This design comes from an exercise in tuning for small area, a short achievable clock period and few clock cycles on the open sky130 flow, not from production work. No functional check of the RTL was part of any run shown here.

==> flow/design.v <==
module mac16b (input [15:0] m, input [3:0] one, input [3:0] two, input [3:0] neg, input [15:0] add, input [2:0] addc, output [15:0] rs, output [15:0] rc);
  wire p1;
  wire p2;
  wire p3;
  wire p4;
  wire p5;
  wire p6;
  wire p7;
  wire p8;
  wire p9;
  wire p10;
  wire p11;
  wire p12;
  wire p13;
  wire p14;
  wire p15;
  wire p16;
  wire p17;
  wire p18;
  wire p19;
  wire p20;
  wire p21;
  wire p22;
  wire p23;
  wire p24;
  wire p25;
  wire p26;
  wire p27;
  wire p28;
  wire p29;
  wire p30;
  wire p31;
  wire p32;
  wire p33;
  wire p34;
  wire p35;
  wire p36;
  wire p37;
  wire p38;
  wire p39;
  wire p40;
  wire p41;
  wire p42;
  wire p43;
  wire p44;
  wire p45;
  wire p46;
  wire p47;
  wire p48;
  wire p49;
  wire p50;
  wire p51;
  wire p52;
  wire s53;
  wire c54;
  wire s55;
  wire c56;
  wire s57;
  wire c58;
  wire s59;
  wire c60;
  wire s61;
  wire c62;
  wire s63;
  wire c64;
  wire s65;
  wire c66;
  wire s67;
  wire c68;
  wire s69;
  wire c70;
  wire s71;
  wire c72;
  wire s73;
  wire c74;
  wire s75;
  wire c76;
  wire s77;
  wire c78;
  wire s79;
  wire c80;
  wire s81;
  wire c82;
  wire s83;
  wire c84;
  wire s85;
  wire c86;
  wire s87;
  wire c88;
  wire s89;
  wire c90;
  wire s91;
  wire c92;
  wire s93;
  wire s94;
  wire s95;
  wire c96;
  wire s97;
  wire c98;
  wire s99;
  wire c100;
  wire s101;
  wire c102;
  wire s103;
  wire c104;
  wire s105;
  wire c106;
  wire s107;
  wire c108;
  wire s109;
  wire c110;
  wire s111;
  wire c112;
  wire s113;
  wire c114;
  wire s115;
  wire c116;
  wire s117;
  wire c118;
  wire s119;
  wire c120;
  wire s121;
  wire s122;
  wire c123;
  wire s124;
  wire c125;
  wire s126;
  wire c127;
  wire s128;
  wire c129;
  wire s130;
  wire c131;
  wire s132;
  wire c133;
  wire s134;
  wire c135;
  wire s136;
  wire c137;
  wire s138;
  wire c139;
  wire s140;
  wire c141;
  wire s142;
  wire c143;
  wire s144;
  wire c145;
  wire s146;
  wire c147;
  wire s148;
  wire c149;
  wire s150;
  wire c151;
  wire s152;
  wire one0 = one[0];
  wire two0 = two[0];
  wire neg0 = neg[0];
  assign p1 = (one0 & m[0]) ^ neg0;
  assign p2 = ((one0 & m[1]) | (two0 & m[0])) ^ neg0;
  assign p3 = ((one0 & m[2]) | (two0 & m[1])) ^ neg0;
  assign p4 = ((one0 & m[3]) | (two0 & m[2])) ^ neg0;
  assign p5 = ((one0 & m[4]) | (two0 & m[3])) ^ neg0;
  assign p6 = ((one0 & m[5]) | (two0 & m[4])) ^ neg0;
  assign p7 = ((one0 & m[6]) | (two0 & m[5])) ^ neg0;
  assign p8 = ((one0 & m[7]) | (two0 & m[6])) ^ neg0;
  assign p9 = ((one0 & m[8]) | (two0 & m[7])) ^ neg0;
  assign p10 = ((one0 & m[9]) | (two0 & m[8])) ^ neg0;
  assign p11 = ((one0 & m[10]) | (two0 & m[9])) ^ neg0;
  assign p12 = ((one0 & m[11]) | (two0 & m[10])) ^ neg0;
  assign p13 = ((one0 & m[12]) | (two0 & m[11])) ^ neg0;
  assign p14 = ((one0 & m[13]) | (two0 & m[12])) ^ neg0;
  assign p15 = ((one0 & m[14]) | (two0 & m[13])) ^ neg0;
  assign p16 = ((one0 & m[15]) | (two0 & m[14])) ^ neg0;
  wire one1 = one[1];
  wire two1 = two[1];
  wire neg1 = neg[1];
  assign p17 = (one1 & m[0]) ^ neg1;
  assign p18 = ((one1 & m[1]) | (two1 & m[0])) ^ neg1;
  assign p19 = ((one1 & m[2]) | (two1 & m[1])) ^ neg1;
  assign p20 = ((one1 & m[3]) | (two1 & m[2])) ^ neg1;
  assign p21 = ((one1 & m[4]) | (two1 & m[3])) ^ neg1;
  assign p22 = ((one1 & m[5]) | (two1 & m[4])) ^ neg1;
  assign p23 = ((one1 & m[6]) | (two1 & m[5])) ^ neg1;
  assign p24 = ((one1 & m[7]) | (two1 & m[6])) ^ neg1;
  assign p25 = ((one1 & m[8]) | (two1 & m[7])) ^ neg1;
  assign p26 = ((one1 & m[9]) | (two1 & m[8])) ^ neg1;
  assign p27 = ((one1 & m[10]) | (two1 & m[9])) ^ neg1;
  assign p28 = ((one1 & m[11]) | (two1 & m[10])) ^ neg1;
  assign p29 = ((one1 & m[12]) | (two1 & m[11])) ^ neg1;
  assign p30 = ((one1 & m[13]) | (two1 & m[12])) ^ neg1;
  wire one2 = one[2];
  wire two2 = two[2];
  wire neg2 = neg[2];
  assign p31 = (one2 & m[0]) ^ neg2;
  assign p32 = ((one2 & m[1]) | (two2 & m[0])) ^ neg2;
  assign p33 = ((one2 & m[2]) | (two2 & m[1])) ^ neg2;
  assign p34 = ((one2 & m[3]) | (two2 & m[2])) ^ neg2;
  assign p35 = ((one2 & m[4]) | (two2 & m[3])) ^ neg2;
  assign p36 = ((one2 & m[5]) | (two2 & m[4])) ^ neg2;
  assign p37 = ((one2 & m[6]) | (two2 & m[5])) ^ neg2;
  assign p38 = ((one2 & m[7]) | (two2 & m[6])) ^ neg2;
  assign p39 = ((one2 & m[8]) | (two2 & m[7])) ^ neg2;
  assign p40 = ((one2 & m[9]) | (two2 & m[8])) ^ neg2;
  assign p41 = ((one2 & m[10]) | (two2 & m[9])) ^ neg2;
  assign p42 = ((one2 & m[11]) | (two2 & m[10])) ^ neg2;
  wire one3 = one[3];
  wire two3 = two[3];
  wire neg3 = neg[3];
  assign p43 = (one3 & m[0]) ^ neg3;
  assign p44 = ((one3 & m[1]) | (two3 & m[0])) ^ neg3;
  assign p45 = ((one3 & m[2]) | (two3 & m[1])) ^ neg3;
  assign p46 = ((one3 & m[3]) | (two3 & m[2])) ^ neg3;
  assign p47 = ((one3 & m[4]) | (two3 & m[3])) ^ neg3;
  assign p48 = ((one3 & m[5]) | (two3 & m[4])) ^ neg3;
  assign p49 = ((one3 & m[6]) | (two3 & m[5])) ^ neg3;
  assign p50 = ((one3 & m[7]) | (two3 & m[6])) ^ neg3;
  assign p51 = ((one3 & m[8]) | (two3 & m[7])) ^ neg3;
  assign p52 = ((one3 & m[9]) | (two3 & m[8])) ^ neg3;
  assign s53 = p5 ^ p19 ^ p31;
  assign c54 = (p5 & p19) | (p5 & p31) | (p19 & p31);
  assign s55 = p6 ^ p20;
  assign c56 = p6 & p20;
  assign s57 = p7 ^ p21 ^ p33;
  assign c58 = (p7 & p21) | (p7 & p33) | (p21 & p33);
  assign s59 = p43 ^ neg3;
  assign c60 = p43 & neg3;
  assign s61 = p8 ^ p22 ^ p34;
  assign c62 = (p8 & p22) | (p8 & p34) | (p22 & p34);
  assign s63 = p44 ^ add[7];
  assign c64 = p44 & add[7];
  assign s65 = p9 ^ p23 ^ p35;
  assign c66 = (p9 & p23) | (p9 & p35) | (p23 & p35);
  assign s67 = p45 ^ add[8] ^ addc[1];
  assign c68 = (p45 & add[8]) | (p45 & addc[1]) | (add[8] & addc[1]);
  assign s69 = p10 ^ p24 ^ p36;
  assign c70 = (p10 & p24) | (p10 & p36) | (p24 & p36);
  assign s71 = p46 ^ add[9];
  assign c72 = p46 & add[9];
  assign s73 = p11 ^ p25 ^ p37;
  assign c74 = (p11 & p25) | (p11 & p37) | (p25 & p37);
  assign s75 = p47 ^ add[10];
  assign c76 = p47 & add[10];
  assign s77 = p12 ^ p26 ^ p38;
  assign c78 = (p12 & p26) | (p12 & p38) | (p26 & p38);
  assign s79 = p48 ^ add[11];
  assign c80 = p48 & add[11];
  assign s81 = p13 ^ p27 ^ p39;
  assign c82 = (p13 & p27) | (p13 & p39) | (p27 & p39);
  assign s83 = p49 ^ add[12] ^ addc[2];
  assign c84 = (p49 & add[12]) | (p49 & addc[2]) | (add[12] & addc[2]);
  assign s85 = p14 ^ p28 ^ p40;
  assign c86 = (p14 & p28) | (p14 & p40) | (p28 & p40);
  assign s87 = p50 ^ add[13];
  assign c88 = p50 & add[13];
  assign s89 = p15 ^ p29 ^ p41;
  assign c90 = (p15 & p29) | (p15 & p41) | (p29 & p41);
  assign s91 = p51 ^ add[14];
  assign c92 = p51 & add[14];
  assign s93 = p16 ^ p30 ^ p42;
  assign s94 = p52 ^ add[15];
  assign s95 = p3 ^ p17;
  assign c96 = p3 & p17;
  assign s97 = p4 ^ p18;
  assign c98 = p4 & p18;
  assign s99 = s53 ^ neg2 ^ add[4];
  assign c100 = (s53 & neg2) | (s53 & add[4]) | (neg2 & add[4]);
  assign s101 = c54 ^ s55 ^ p32;
  assign c102 = (c54 & s55) | (c54 & p32) | (s55 & p32);
  assign s103 = c56 ^ s57 ^ s59;
  assign c104 = (c56 & s57) | (c56 & s59) | (s57 & s59);
  assign s105 = c58 ^ c60 ^ s61;
  assign c106 = (c58 & c60) | (c58 & s61) | (c60 & s61);
  assign s107 = c62 ^ c64 ^ s65;
  assign c108 = (c62 & c64) | (c62 & s65) | (c64 & s65);
  assign s109 = c66 ^ c68 ^ s69;
  assign c110 = (c66 & c68) | (c66 & s69) | (c68 & s69);
  assign s111 = c70 ^ c72 ^ s73;
  assign c112 = (c70 & c72) | (c70 & s73) | (c72 & s73);
  assign s113 = c74 ^ c76 ^ s77;
  assign c114 = (c74 & c76) | (c74 & s77) | (c76 & s77);
  assign s115 = c78 ^ c80 ^ s81;
  assign c116 = (c78 & c80) | (c78 & s81) | (c80 & s81);
  assign s117 = c82 ^ c84 ^ s85;
  assign c118 = (c82 & c84) | (c82 & s85) | (c84 & s85);
  assign s119 = c86 ^ c88 ^ s89;
  assign c120 = (c86 & c88) | (c86 & s89) | (c88 & s89);
  assign s121 = c90 ^ c92 ^ s93;
  assign s122 = p1 ^ neg0;
  assign c123 = p1 & neg0;
  assign s124 = p2 ^ add[1];
  assign c125 = p2 & add[1];
  assign s126 = s95 ^ neg1 ^ add[2];
  assign c127 = (s95 & neg1) | (s95 & add[2]) | (neg1 & add[2]);
  assign s128 = c96 ^ s97 ^ add[3];
  assign c129 = (c96 & s97) | (c96 & add[3]) | (s97 & add[3]);
  assign s130 = c98 ^ s99 ^ addc[0];
  assign c131 = (c98 & s99) | (c98 & addc[0]) | (s99 & addc[0]);
  assign s132 = c100 ^ s101 ^ add[5];
  assign c133 = (c100 & s101) | (c100 & add[5]) | (s101 & add[5]);
  assign s134 = c102 ^ s103 ^ add[6];
  assign c135 = (c102 & s103) | (c102 & add[6]) | (s103 & add[6]);
  assign s136 = c104 ^ s105 ^ s63;
  assign c137 = (c104 & s105) | (c104 & s63) | (s105 & s63);
  assign s138 = c106 ^ s107 ^ s67;
  assign c139 = (c106 & s107) | (c106 & s67) | (s107 & s67);
  assign s140 = c108 ^ s109 ^ s71;
  assign c141 = (c108 & s109) | (c108 & s71) | (s109 & s71);
  assign s142 = c110 ^ s111 ^ s75;
  assign c143 = (c110 & s111) | (c110 & s75) | (s111 & s75);
  assign s144 = c112 ^ s113 ^ s79;
  assign c145 = (c112 & s113) | (c112 & s79) | (s113 & s79);
  assign s146 = c114 ^ s115 ^ s83;
  assign c147 = (c114 & s115) | (c114 & s83) | (s115 & s83);
  assign s148 = c116 ^ s117 ^ s87;
  assign c149 = (c116 & s117) | (c116 & s87) | (s117 & s87);
  assign s150 = c118 ^ s119 ^ s91;
  assign c151 = (c118 & s119) | (c118 & s91) | (s119 & s91);
  assign s152 = c120 ^ s121 ^ s94;
  assign rs = {c151, c149, c147, c145, c143, c141, c139, c137, c135, c133, c131, c129, c127, c125, c123, s122};
  assign rc = {s152, s150, s148, s146, s144, s142, s140, s138, s136, s134, s132, s130, s128, s126, s124, add[0]};
endmodule
module top_module2 (input [3:0] start_adress, input [7:0] data_in, input clock, input Start, input reset,
  output [15:0] out_put_det3, output logic Done, output logic [3:0] adress);
  logic [10:1] ph;             
  logic add_q0, add_q2;        
  logic [3:0] base;            
  logic [7:0] dr;              
  logic [15:0] mr;             
  logic [3:0] b_one, b_two, b_neg;   
  logic [15:0] q1, q0;
  logic [15:0] ob;             
  logic [2:0] oc;              
  wire go = Done & Start;
  logic [3:0] off;
  always @(*) begin
    off = 4'd0;
    if (ph[1]) off = 4'd4;
    if (ph[2]) off = 4'd2;
    if (ph[3]) off = 4'd3;
    if (ph[4]) off = 4'd1;
    if (ph[5]) off = 4'd5;
    if (ph[7]) off = 4'd8;
    if (ph[8]) off = 4'd6;
    if (ph[9]) off = 4'd7;
  end
  assign adress = Done ? start_adress : base + off;
  always @(posedge clock or posedge reset) begin
    if (reset) begin
      Done   <= 1'b1;
      ph     <= '0;
      add_q0 <= 1'b0;
      add_q2 <= 1'b1;
    end else begin
      Done   <= Done ? ~Start : ph[10];
      ph     <= {ph[9:1], go};
      add_q0 <= ph[4] | ph[5] | ph[6];
      add_q2 <= ph[8] | ph[9] | ph[10] | (Done & ~Start);
    end
  end
  assign out_put_det3 = ob + {oc[2], 3'b0, oc[1], 3'b0, oc[0], 4'b0};
  wire [15:0] add = ({16{add_q0}} & q0) | ({16{add_q2}} & ob);
  wire [2:0] addc = {3{add_q2}} & oc;
  wire [15:0] rs, rc;
  mac16b mac (.m(mr), .one(b_one), .two(b_two), .neg(b_neg), .add(add), .addc(addc), .rs(rs), .rc(rc));
  wire [4:0] r0 = rs[3:0] + rc[3:0];
  wire [4:0] r1 = rs[7:4] + rc[7:4];
  wire [4:0] r2 = rs[11:8] + rc[11:8];
  wire [4:0] r3 = rs[15:12] + rc[15:12];
  wire sub_next = ph[2] | ph[4] | ph[6];
  wire op_next = ~Done & ~ph[10];    
  wire [8:0] de = {data_in, 1'b0};
  logic [3:0] e_one, e_two, e_neg;
  always @(*) begin
    for (int j = 0; j < 4; j++) begin
      e_one[j] = op_next & (de[2*j+1] ^ de[2*j]);
      e_two[j] = op_next & ((de[2*j+2] & ~de[2*j+1] & ~de[2*j]) | (~de[2*j+2] & de[2*j+1] & de[2*j]));
      e_neg[j] = op_next & (de[2*j+2] ^ sub_next);
    end
  end
  always @(posedge clock) begin
    if (go) base <= start_adress;
    dr <= data_in;
    b_one <= e_one;
    b_two <= e_two;
    b_neg <= e_neg;
    mr <= (ph[7] | ph[8] | ph[9]) ? q1 : {{8{dr[7]}}, dr};
    ob <= {r3[3:0], r2[3:0], r1[3:0], r0[3:0]};
    oc <= {r2[4], r1[4], r0[4]};
    q1 <= out_put_det3;
    q0 <= q1;
  end
endmodule
==> flow/flow/run.sh <==
#!/bin/bash
# The standard layout, with plain buffers (buf_2) on the ports instead of the
# default port buffer cell. Every port still gets its buffer.
set -euo pipefail
export BUFFER_PORTS_ARGS="-buffer_cell sky130_fd_sc_hd__buf_2"
bash standard.sh > standard.log 2>&1
==> flow/standard.sh <==
#!/bin/bash
# synth_recipe.tcl (not shown) runs the flow's synth.tcl, then flattens the netlist and writes it again
# the make line also repeats each setting of config.mk as NAME=value (left out here)
make -C /OpenROAD-flow-scripts/flow DESIGN_CONFIG=/design/flow/config.mk WORK_HOME=/design/flow/orfs CLKGATE_MAP_FILE= SYNTH_SCRIPT=/design/flow/synth_recipe.tcl "${@:-finish}"
==> flow/config.mk <==
export PLATFORM = sky130hd
export DESIGN_NAME = top_module2
export DESIGN_NICKNAME = top_module2
export VERILOG_FILES = /design/flow/design.v
export SDC_FILE = /design/flow/constraint.sdc
export NUM_CORES = 4
export LEC_CHECK = 0
export CAP_MARGIN = 20
export CORE_MARGIN = 2
export CORE_UTILIZATION = 40
export SETUP_SLACK_MARGIN = 3.3
export SLEW_MARGIN = 20
==> flow/constraint.sdc <==
create_clock -name core_clock -period 7.0 [get_ports {clock}]
set_input_delay 1.4000 -clock core_clock [delete_from_list [all_inputs] [get_ports {clock}]]
set_output_delay 1.4000 -clock core_clock [all_outputs]
set_load 0.01 [all_outputs]
==> results of run 1 <==
-- how the worst min path moves through the flow --
stage,slack (ns),cells past startpoint,startpoint,to
5_1_grt,0.36,0,q1[1]$_DFF_P_,q0[1]$_DFF_P_
3_5_place_dp,0.34,0,q1[1]$_DFF_P_,q0[1]$_DFF_P_
6_report,0.35,0,q1[14]$_DFF_P_,q0[14]$_DFF_P_
3_3_place_gp,0.34,0,q1[9]$_DFF_P_,q0[9]$_DFF_P_
2_1_floorplan,0.33,0,q1[0]$_DFF_P_,q0[0]$_DFF_P_
4_1_cts,0.35,0,q1[1]$_DFF_P_,q0[1]$_DFF_P_
-- what timing repair did --
| item | CTS | global route |
|---|---|---|
| gates resized for setup | 16 | 29 |
| endpoints found under the setup margin | 10 | 6 |
| gates cloned | 0 | 0 |
| setup buffers | 1 | 8 |
| pin swaps | 2 | 5 |
-- per-layer routing --
layer	track usage (%)	vias to the layer above	share of wire (%)
li1	-	1801	-
met5	0	-	0
met1	22.45	1807	47
met4	4.830	0	1.5
met2	27.03	74	47
met3	4.659	14	4.5
-- stage by stage --
step	hold slack (ns)	instance area, um^2	utilization (%)
floorplan	0.3306	5704	-
global placement	0.3400	5914	42.61
detailed placement	0.3421	5914	42.61
CTS	0.3550	6277	45.22
global route	0.3562	6406	46.15
finish	0.3541	6406	46.15
-- registers in the layout, indices dropped and copies added (netlist names) --
name and flops:
oc 3, q0 16, b_two 4, dr 8, b_one 4, ph 10
base 4, ob 16, mr 16, q1 16, add_q2 1, b_neg 4
Done 1, add_q0 1
-- kinds of logic after synthesis --
kind of cell / synth area share [%]
fa+ha+maj: 21.41
xor+xnor: 13.34
simple gates: 6.537
flops: 38.39
compound gates: 12.66
mux: 0.5922
buf+inv: 7.085
-- placed cells by master (no fill, tap or decap), types with 2 or more instances in the layout --
cell type,n
dfrtp_2,4
inv_6,3
buf_2,35
or3_1,2
dfxtp_4,8
nand2_1,33
nor2_1,23
and2_1,5
buf_4,9
dfrtp_1,7
a22oi_2,2
xor2_1,23
ha_1,32
mux2_2,3
dfxtp_1,69
dfxtp_2,10
nor3_1,2
nand3_1,2
a22o_1,10
fa_1,41
nor3b_1,2
a21o_1,16
xnor2_1,62
edfxtp_1,4
nor2b_1,4
inv_1,56
o21ai_0,4
nor2_2,2
a22oi_1,52
clkbuf_1,2
nand2b_1,3
clkbuf_16,9
a21oi_1,8
-- cell type report --
class / count / area, um^2 / area share (%)
inverters: 57 / 214.0 / 3.340
flip-flops and latches: 104 / 2241 / 34.98
clock buffers: 11 / 232.7 / 3.633
repair buffers: 44 / 242.7 / 3.789
well taps: 180 / 225.2 / 3.516
clock inverters: 5 / 63.81 / 0.9961
multi-input cells: 344 / 3187 / 49.75
-- worst reg2reg max path: stages (launching register included) --
cell,delay (ns)
dfxtp_4,0.45
a22oi_2,0.08
xor2_1,0.16
fa_1,0.54
inv_1,0.05
fa_1,0.47
inv_1,0.05
fa_1,0.49
inv_1,0.06
ha_1,0.28
a21o_1,0.17
a21oi_1,0.17
xnor2_1,0.15
xnor2_1,0.15
xnor2_1,0.09
==> impl_metrics.env, run 1 <==
export IMPL_drt_wl_total_um=11350
export IMPL_fin_ws_ns=3.291
export IMPL_crit_family="compound AO/OA/AOI/OAI gates"
export IMPL_diodes=0
export IMPL_fin_setup_tns_ns=0
export IMPL_drc_errors=0
export IMPL_cp_end_kind="output port"
export IMPL_dr_pass1_iters=4
export IMPL_worstSetupPathType="reg -> out"
export IMPL_synth_distinct_cells=40
export IMPL_gpl_final_weighted_congestion=0.8437
export IMPL_drv_slew=0
export IMPL_grt_pass1_vias=3850
export IMPL_setup_viol=0
export IMPL_final_fill_count=1282
export IMPL_grt_usage_pct=16.90
export IMPL_clk_latency_ns=0.36
export IMPL_startpoint="ph[7]$_DFF_PP0_"
export IMPL_stdcell_count=745
export IMPL_row_count=43
export IMPL_cts_sinks=104
export IMPL_cap_violations=0
export IMPL_overflow=0
export IMPL_drive_above_1_share_pct=17.52
export IMPL_status="complete, no violations"
export IMPL_synthFlopType="dfxtp_1"
export IMPL_final_net_count=648
export IMPL_yosys_area_top_type_share_pct=30.53
export IMPL_place_ws_ns=3.074
export IMPL_ios=36
export IMPL_ys_top_cells_by_count="dfxtp_1, xnor2_1, inv_1, a22oi_1, fa_1"
export IMPL_setup_worst_path_end="adress[3]"
export IMPL_path_depth=7
export IMPL_cp_start_kind="register"
export IMPL_yosys_area_top_type="dfxtp_1"
export IMPL_worstRegToRegCells=14
export IMPL_vias_per_cell=4.961
export IMPL_synth_nets=630
export IMPL_antenna_found_initial=0
export IMPL_dieArea_um2=15230
export IMPL_synth_edf_count=4
export IMPL_port_buffers=35
export IMPL_regToRegSetupSlack_ns=3.52
export IMPL_ant_nets=0
export IMPL_drt_iter0_drc=203
export IMPL_critical_path_cell_chain="o41ai_4 > ha_1 > a21o_1 > a21oi_2 > xnor2_1 > mux2_2 > buf_2"
export IMPL_cp_max_fo=7
export IMPL_worstReg2RegEnd="ob[15]$_DFF_P_"
export IMPL_area_growth_pct=12.31
export IMPL_worstPathRequired_ns=5.60
export IMPL_cts_made_buffers=9
export IMPL_placed_cells=720
export IMPL_period_share_pct=52.99
export IMPL_dp_hpwl_um=8425
export IMPL_async_flop_share_pct=12.50
export IMPL_synth_area_leaders="dfxtp_1, fa_1, xnor2_1, a22oi_1, ha_1"
export IMPL_synth_area_um2=5704
export IMPL_critPathMaxStageDelay_ns=0.48
export IMPL_yosys_cell_count_top_type="dfxtp_1"
export IMPL_clock_fmax_mhz=269.6
export IMPL_ys_warnings_count=1
export IMPL_clkTransAtPathRegs_ns=0.07
export IMPL_yosys_register_bits=104
export IMPL_root_buffer="clkbuf_16"
export IMPL_hold_path_class="reg -> reg"
export IMPL_worstMarginPinSlew_ns=0.7683
export IMPL_core_area_um2=13880
export IMPL_rsz0062_at_grt="yes"
export IMPL_ys_seq_area_share_pct=38.39
export IMPL_vias=3696
export IMPL_skew_ns=0.01103
export IMPL_initial_utilization_pct=41.09
export IMPL_ctsHoldBuffers=0
export IMPL_clk_path_buf_depth=2
export IMPL_cp_slowest_cell="dfrtp_2"
export IMPL_routedWlPerCell_um=15.24
export IMPL_grt_pass1_wl_um=19400
export IMPL_reg2reg_from="b_one[0]$_DFF_P_"
export IMPL_die_y_um=123.4
export IMPL_crit_buf_inv=1
export IMPL_slew_headroom_pct=48.38
export IMPL_h_tree_depth=3
export IMPL_cts_tree="done"
export IMPL_post_route_min_period_ns=3.709
export IMPL_die_w_um=123.4
export IMPL_finalHoldViolations=0
export IMPL_synth_cells=542
export IMPL_grt_start_max_net_pins=20
export IMPL_avgSynthCellArea_um2=10.52
export IMPL_critPathArrivalTime_ns=2.31
==> run 2, diff against run 1 <==
--- a/flow/config.mk
+++ b/flow/config.mk
@@ -9,4 +9,4 @@
 export CORE_MARGIN = 2
 export CORE_UTILIZATION = 40
-export SETUP_SLACK_MARGIN = 3.3
+export SETUP_SLACK_MARGIN = 3.6
 export SLEW_MARGIN = 20
==> run 2 against run 1 <==
Register-to-register slack improved by 0.10 ns. Synthesized cell count unchanged. Critical path type unchanged. Cell area up 8.6%. First-iteration DRC count is 5.4% higher.
==> impl_metrics.env, run 2 <==
export IMPL_skew_ns=0.007500
export IMPL_crit_buf_inv=1
export IMPL_cts_made_buffers=9
export IMPL_path_depth=7
export IMPL_crit_family="compound AO/OA/AOI/OAI gates"
export IMPL_layout_commonest_cell="dfxtp_1"
export IMPL_final_net_count=681
export IMPL_initial_utilization_pct=41.09
export IMPL_grt_start_max_net_pins=18
export IMPL_clk_path_buf_depth=2
export IMPL_worstSetupPathType="reg -> out"
export IMPL_synth_distinct_cells=40
export IMPL_ys_seq_area_share_pct=38.39
export IMPL_status="complete, no violations"
export IMPL_cp_slowest_cell="dfrtp_2"
export IMPL_vias=3887
export IMPL_regToRegSetupSlack_ns=3.62
export IMPL_grt_usage_pct=18.04
export IMPL_clock_fmax_mhz=275.7
export IMPL_cts_tree="done"
export IMPL_worstRegToRegCells=15
export IMPL_grt_pass1_wl_um=20590
export IMPL_die_y_um=123.4
export IMPL_final_fill_count=1228
export IMPL_post_route_util_pct=50.14
export IMPL_yosys_register_bits=104
export IMPL_die_w_um=123.4
export IMPL_critPathArrivalTime_ns=2.23
export IMPL_worstPathRequired_ns=5.60
export IMPL_dr_pass1_iters=6
export IMPL_cts_sinks=104
export IMPL_antenna_found_initial=0
export IMPL_ios=36
export IMPL_clk_latency_ns=0.36
export IMPL_diodes=0
export IMPL_port_buffers=35
export IMPL_overflow=0
export IMPL_cp_start_kind="register"
export IMPL_drv_slew=0
export IMPL_critPathMaxStageDelay_ns=0.46
export IMPL_yosys_area_top_type_share_pct=30.53
export IMPL_setup_viol=0
export IMPL_yosys_area_top_type="dfxtp_1"
export IMPL_fin_setup_tns_ns=0
export IMPL_finalHoldViolations=0
export IMPL_synth_nets=630
export IMPL_drive_above_1_share_pct=30.60
export IMPL_ctsHoldBuffers=0
export IMPL_drc_errors=0
export IMPL_avgSynthCellArea_um2=10.52
export IMPL_yosys_cell_count_top_type="dfxtp_1"
export IMPL_cp_max_fo=6
export IMPL_worstMarginPinSlew_ns=0.9278
export IMPL_period_share_pct=51.82
export IMPL_ant_nets=0
export IMPL_synth_area_leaders="dfxtp_1, fa_1, xnor2_1, a22oi_1, ha_1"
export IMPL_hold_slack_ns=0.3538
export IMPL_async_flop_share_pct=12.50
export IMPL_clkTransAtPathRegs_ns=0.07
export IMPL_ys_top_cells_by_count="dfxtp_1, xnor2_1, inv_1, a22oi_1, fa_1"
export IMPL_cap_violations=0
export IMPL_synth_cells=542
export IMPL_routedWlPerCell_um=16.23
export IMPL_cp_end_kind="output port"
export IMPL_drt_wl_total_um=12620
export IMPL_post_route_min_period_ns=3.628
export IMPL_vias_per_cell=4.996
export IMPL_min_path_cells=0
export IMPL_critical_path_cell_chain="o41ai_4 > ha_1 > a21o_1 > a21oi_2 > xnor2_1 > mux2_2 > buf_2"
export IMPL_area_growth_pct=22.00
export IMPL_reg2reg_from="b_one[0]$_DFF_P_"
export IMPL_layout_common_cells="dfxtp_1, xnor2_1, inv_1"
export IMPL_hold_path_class="reg -> reg"
export IMPL_hp_start="q1[0]$_DFF_P_"
export IMPL_core_area_um2=13880
export IMPL_drt_iter0_drc=214
export IMPL_synth_area_um2=5704
export IMPL_synthFlopType="dfxtp_1"
export IMPL_gpl_final_weighted_congestion=0.8164
export IMPL_h_tree_depth=3
export IMPL_ys_warnings_count=1
export IMPL_dp_hpwl_um=8482
export IMPL_root_buffer="clkbuf_16"
export IMPL_worstReg2RegEnd="ob[15]$_DFF_P_"
export IMPL_hold_path_end="q0[0]$_DFF_P_"
export IMPL_slew_headroom_pct=37.67
export IMPL_rsz0062_at_grt="yes"
export IMPL_row_count=43
export IMPL_grt_pass1_vias=4062
export IMPL_synth_edf_count=4
export IMPL_dieArea_um2=15230
==> run 2: cell counts after synthesis <==
Identical to the previous run, type by type.
==> run 2: worst max path at each step <==
stage,slack [ns],start,end
final,3.37,ph[4]$_DFF_PP0_,adress[3]
after global routing,3.26,ph[2]$_DFF_PP0_,adress[3]
after CTS,3.31,ph[2]$_DFF_PP0_,adress[3]
after detailed placement,3.13,b_neg[0]$_DFF_P_,ob[15]$_DFF_P_
after global placement,3.21,b_neg[0]$_DFF_P_,ob[15]$_DFF_P_
after floorplan,3.60,b_two[0]$_DFF_P_,ob[15]$_DFF_P_
==> run 2: area by class of cell <==
class / count / area, um^2 / area share (%)
Clock buffer: 12 / 236.5 / 3.398
Clock inverter: 4 / 55.05 / 0.7911
Inverter: 57 / 214.0 / 3.074
Multi-Input combinational cell: 344 / 3433 / 49.33
Sequential cell: 104 / 2262 / 32.51
Tap cell: 180 / 225.2 / 3.236
Timing Repair Buffer: 77 / 533.0 / 7.659
==> run 2: kinds of logic (layout without fill, tap and decap cells) <==
logic type / Yosys count / count (layout) / share of synthesized area, %
flip-flops: 104 / 104 / 38.39
AO/OA/AOI/OAI: 99 / 99 / 12.66
buffers and inverters: 94 / 150 / 7.085
XOR/XNOR: 86 / 86 / 13.34
AND/OR/NAND/NOR: 83 / 83 / 6.537
adder cells (fa/ha/maj): 73 / 73 / 21.41
multiplexers: 3 / 3 / 0.5922
==> run 2: layer usage <==
layer  GRT usage [%]  vias to the layer above  part of all wire, %
met2           30.43                       93                   50
met1           22.67                     1901                   44
met3           4.659                       20                  4.6
met4           5.469                        0                  1.5
met5               0                        -                    0
li1                -                     1873                    -
==> run 2: timing repair <==
| item | CTS | global route |
|---|---|---|
| gates cloned | 0 | 0 |
| gates resized for setup | 65 | 53 |
| setup endpoints to repair | 20 | 17 |
| buffers inserted | 29 | 13 |
| pin swaps | 27 | 46 |
==> run 2: per-stage QoR <==
step                setup slack (ns)  area (um^2)  std cells
finish                         3.373         6959        778
global route                   3.262         6959        778
CTS                            3.306         6674        765
detailed placement             3.133         5924        720
global placement               3.210         5924        720
floorplan                      3.601         5744        542

## afterwards: timing with drivers on the ports
No port has a modelled driver above. Below, the same layouts with a new extraction and two added sets of constraints. Step 1, drivers: a clkbuf_16 drives clock and a buf_2 each remaining input, both assumed. Step 2 adds t to the input delays and takes it off the output delays; t is the mean of the earliest and latest rising clock arrival at the registers after step 1. Input paths then give back, and output paths get back, about the clock's delay inside the block. Slacks: ideal / step 1 / step 2; pairs: ideal / step 1.
run	t, ns	setup slack, ns	hold slack, ns
run 1	0.393	3.291 / 3.251 / 3.521	0.354 / 0.354 / 0.354
run 2	0.396	3.372 / 3.335 / 3.623	0.354 / 0.354 / 0.354
After both steps every run listed still meets setup and hold.
